Background: an optimization exercise with open tools, aiming at small area and a short achievable clock period. Do not read the settings as production practice.
At most, simulation tests tie the RTL to the original design; equivalence was not proved.
Power and IR drop assume default switching activity.

Design ALU, start of the top module:
module ALU(
input clk,
input [15:0] a, b,
input [3*8:0] op,
output [31:0] out
    );
wire [7:0] c0 = op[7:0], c1 = op[15:8], c2 = op[23:16];
wire z2  = (op[24:16] == 9'd0);          
wire z1  = z2 & (c1 == 8'd0);            
wire t3  = ~op[24];                      
wire is_mul  = z1 & (c0 == "*");
wire is_add  = z1 & (c0 == "+");
wire is_sub  = z1 & (c0 == "-");
wire is_not  = z1 & (c0 == "~");
wire is_or   = z1 & (c0 == "|");
wire is_and  = z1 & (c0 == "&");
wire is_xor  = z1 & (c0 == "^");
wire tl      = z2 & (c1 == "~");
wire is_nand = tl & (c0 == "&");
wire is_nor  = tl & (c0 == "|");
wire is_xnor = tl & (c0 == "^");
wire is_shl  = z2 & (c1 == "<") & (c0 == "<");
wire is_shr  = z2 & (c1 == ">") & (c0 == ">");
wire as_     = t3 & (c2 == "a") & (c1 == "s");
wire ro_     = t3 & (c2 == "r") & (c1 == "o");
wire is_asl  = as_ & (c0 == "l");
wire is_asr  = as_ & (c0 == "r");
wire is_rol  = ro_ & (c0 == "l");
wire is_ror  = ro_ & (c0 == "r");
wire is_cmp  = t3 & (c2 == "c") & (c1 == "m") & (c0 == "p");
wire [15:0] s, p, g, na;
wire [1:0] lt;                           
arithmetic AA1(.A(a), .nA(na), .B(b), .o1(op[1]), .S(s), .lt(lt), .p(p), .g(g));
wire ne = |p;                            
wire [31:0] m;
multiplier M(.clk(clk), .A1(a), .B1(b), .op(op), .C(m), .nA(na));
wire as = is_add | is_sub;
logical L(.a(a), .p(p), .g(g), .s(s), .m(m[16:0]),
  .k_g(is_and | is_nand),
  .k_p(is_or | is_xor | is_nor | is_xnor),
  .k_a(is_not | is_or | is_nor),
  .inv(is_not | is_nand | is_nor | is_xnor),
  .as(as), .add(is_add),
  .left(is_shl | is_asl | is_rol), .rol(is_rol),
  .right(is_shr | is_asr | is_ror), .asr(is_asr), .ror(is_ror),
  .mul(is_mul), .cmp(is_cmp), .lt(lt), .ne(ne),
  .x(out[16:0]));
assign out[31:17] = {15{is_mul}} & m[31:17];
endmodule
export LEC_CHECK = 0
export CAP_MARGIN = 20
export CORE_MARGIN = 2
export CORE_UTILIZATION = 40
export SLEW_MARGIN = 20
create_clock -name core_clock -period 28.0 [get_ports {clk}]
standard.sh (not shown) runs the stock make flow with config.mk's settings and CLKGATE_MAP_FILE= SYNTH_SCRIPT=/design/flow/synth_recipe.tcl, a recipe that flattens the netlist after the stock synthesis.
==> flow/flow/run.sh <==
#!/bin/bash
# Layout flow: the standard ORFS flow, with
#  - the generated multiplier, adder and result-select modules mapped gate for gate onto
#    cells (flow/map_cells.py) before synthesis, so Yosys keeps their structure as written;
#  - small port buffers, a small clock tree without dummy loads, and an optional
#    timing-repair slack target.
set -euo pipefail
MARGIN=$(cat flow/margin.txt 2>/dev/null || echo 0)
BUF=$(cat flow/portbuf.txt 2>/dev/null || echo sky130_fd_sc_hd__buf_2)
CTS=$(cat flow/cts_args.txt 2>/dev/null || echo "-sink_clustering_enable -repair_clock_nets")
python3 flow/map_cells.py design.v design_mapped.v > map_cells.log 2>&1
bash standard.sh "VERILOG_FILES=$PWD/design_mapped.v" "BUFFER_PORTS_ARGS=-buffer_cell $BUF" \
  "SETUP_SLACK_MARGIN=$MARGIN" "CTS_ARGS=$CTS" finish > standard.log 2>&1
Other scripts of this flow, unchanged in this note and not shown: flow/flow/cts_args.txt, flow/flow/map_cells.py
Change:
--- a/flow/config.mk
+++ b/flow/config.mk
@@ -6,4 +6,5 @@
 export NUM_CORES = 4
 export LEC_CHECK = 0
+export ABC_CLOCK_PERIOD_IN_PS = 1500
 export CAP_MARGIN = 20
 export CORE_MARGIN = 2
Result: Wire length stays the same. Fmax is unchanged. Sequential power hardly moves. Die area is unchanged. Design area is unchanged.


## the previous run
Another version of the RTL of ALU (not shown whole).
Size in the first run: about 90 I/O pins, ~9200 um2 of cells after synthesis.
export LEC_CHECK = 0
export CAP_MARGIN = 20
export CORE_MARGIN = 2
export CORE_UTILIZATION = 40
export SLEW_MARGIN = 20
create_clock -name core_clock -period 28.0 [get_ports {clk}]
==> flow/flow/run.sh <==
#!/bin/bash
# Layout flow: the standard ORFS flow, with
#  - the generated multiplier and adder modules mapped gate for gate onto cells (flow/map_cells.py)
#    before synthesis, so Yosys keeps their adder structure as written;
#  - small port buffers and a timing-repair slack target.
set -euo pipefail
MARGIN=$(cat flow/margin.txt 2>/dev/null || echo 0)
BUF=$(cat flow/portbuf.txt 2>/dev/null || echo sky130_fd_sc_hd__buf_2)
python3 flow/map_cells.py design.v design_mapped.v > map_cells.log 2>&1
bash standard.sh "VERILOG_FILES=$PWD/design_mapped.v" "BUFFER_PORTS_ARGS=-buffer_cell $BUF" "SETUP_SLACK_MARGIN=$MARGIN" finish > standard.log 2>&1
==> flow/flow/margin.txt <==
14
Other scripts of this flow, unchanged in this note and not shown: flow/flow/map_cells.py
The previous run ended with every stage complete and zero timing, DRC or antenna violations.
Modified inputs, the current run compared to the previous run
==> flow/flow/margin.txt <==
15
Results
The current run against the previous run: final cell count went up, multi-input gate share of the layout cell area went down, number of signal-net buffers in the layout went up, switching power total went up, fraction of met3 tracks used by global routing went up.
Between the previous run and the current run, time the final worst path needs with I/O delays and setup is lower for the current run, the previous run comes in above that.
No run of this note included a check of the RTL's function; only the layout flow was run.


== v6 ==
Another version of the RTL of ALU (not shown whole).
Size: ~1000 cells after synthesis, roughly 90 I/O pins, about 9200 um2 of cells after synthesis.
==> flow/design.v (excerpt) <==
module ALU(
input clk,
input [15:0] a, b,
input [3*8:0] op,
output [31:0] out
    );
wire [7:0] c0 = op[7:0], c1 = op[15:8], c2 = op[23:16];
wire z2  = (op[24:16] == 9'd0);          
wire z1  = z2 & (c1 == 8'd0);            
wire t3  = ~op[24];                      
wire is_mul  = z1 & (c0 == "*");
wire is_add  = z1 & (c0 == "+");
wire is_sub  = z1 & (c0 == "-");
wire is_not  = z1 & (c0 == "~");
wire is_or   = z1 & (c0 == "|");
wire is_and  = z1 & (c0 == "&");
wire is_xor  = z1 & (c0 == "^");
wire tl      = z2 & (c1 == "~");
wire is_nand = tl & (c0 == "&");
wire is_nor  = tl & (c0 == "|");
wire is_xnor = tl & (c0 == "^");
wire is_shl  = z2 & (c1 == "<") & (c0 == "<");
wire is_shr  = z2 & (c1 == ">") & (c0 == ">");
wire as_     = t3 & (c2 == "a") & (c1 == "s");
wire ro_     = t3 & (c2 == "r") & (c1 == "o");
wire is_asl  = as_ & (c0 == "l");
wire is_asr  = as_ & (c0 == "r");
wire is_rol  = ro_ & (c0 == "l");
wire is_ror  = ro_ & (c0 == "r");
wire is_cmp  = t3 & (c2 == "c") & (c1 == "m") & (c0 == "p");
wire [15:0] s, p, g;
wire co;
arithmetic AA1(.A(a), .B(b), .o(op[2:0]), .S(s), .Cout(co), .p(p), .g(g));
wire ne = ~&p;                           
wire [31:0] m;
multiplier M(.clk(clk), .A1(a), .B1(b), .en(is_mul), .C(m));
wire as = is_add | is_sub;
logical L(.a(a), .p(p), .g(g), .s(s), .m(m[15:0]),
  .k_g(is_and | is_or | is_nand | is_nor),
  .k_p(is_or | is_xor | is_nor | is_xnor),
  .k_a(is_not),
  .inv(is_not | is_nand | is_nor | is_xnor),
  .as(as),
  .left(is_shl | is_asl | is_rol), .rol(is_rol),
  .right(is_shr | is_asr | is_ror), .asr(is_asr), .ror(is_ror),
  .mul(is_mul), .cmp(is_cmp), .co(co), .ne(ne),
  .x(out[15:0]));
assign out[16]    = (is_add & co) | (is_mul & m[16]);
assign out[31:17] = {15{is_mul}} & m[31:17];
endmodule
export LEC_CHECK = 0
export CAP_MARGIN = 20
export CORE_MARGIN = 2
export CORE_UTILIZATION = 40
export SLEW_MARGIN = 20
create_clock -name core_clock -period 28.0 [get_ports {clk}]
Scripts as last shown in full above: flow/flow/run.sh
Other scripts of this flow, unchanged in this note and not shown: flow/flow/map_cells.py
diff inputs: v6 => v7
Settings: putting ABC_AREA at 1 where nothing was set.
Notes after the runs:
Global routing usage on met3 (v7 over v6): increase, 0.79 points. Clock period minus final worst setup slack came out lower on v7 than on v6. v7 ended up with a lower post-route clock period utilization than v6 did. Taking v6 as the reference, in v7 multi-input gate area in the final layout barely changed; first-iteration DRC count climbed 225; utilization climbed 0.42 points; overall power consumption climbed 0.0042 mW; wire length of the first global-routing pass dropped 2.0%.
No functional check of the RTL was part of any run of this note.

## afterwards: timing with drivers on the ports
The flow's constraints put no driver on any port. The routed layouts listed below were extracted and timed again, unchanged, in two steps. Step 1 assumes that a clkbuf_16 drives the clock port and a buf_2 every other input. Step 2 adds t to the input delays and takes it off the output delays; t is the mean of the earliest and latest rising clock arrival at the registers after step 1. Input paths then give back, and output paths get back, about the clock's delay inside the block. a / b / c = no drivers / after step 1 / after step 2; a / b = the first two.
run | t, ns | setup slack, ns | clock arrival spread, ns | worst register clock-pin slew, ns
the first run of note 1 | 0.354 | 14.142 / 14.106 / 14.106 | 0.027 / 0.027 | 0.09 / 0.09
the second run of note 1 | 0.354 | 14.142 / 14.106 / 14.106 | 0.027 / 0.027 | 0.09 / 0.09
the previous run | 0.333 | 14.019 / 13.994 / 13.994 | 0.006 / 0.006 | 0.06 / 0.06
the current run | 0.331 | 14.197 / 14.136 / 14.136 | 0.005 / 0.005 | 0.06 / 0.06
v6 | 0.324 | 13.388 / 13.365 / 13.365 | 0.010 / 0.009 | 0.06 / 0.06
v7 | 0.328 | 13.521 / 13.496 / 13.496 | 0.009 / 0.009 | 0.07 / 0.07
After both steps setup and hold are still met in every run listed. The setup slack of the current run, which loses most, moves by -0.061 ns with the drivers and by -0.061 ns with both steps.
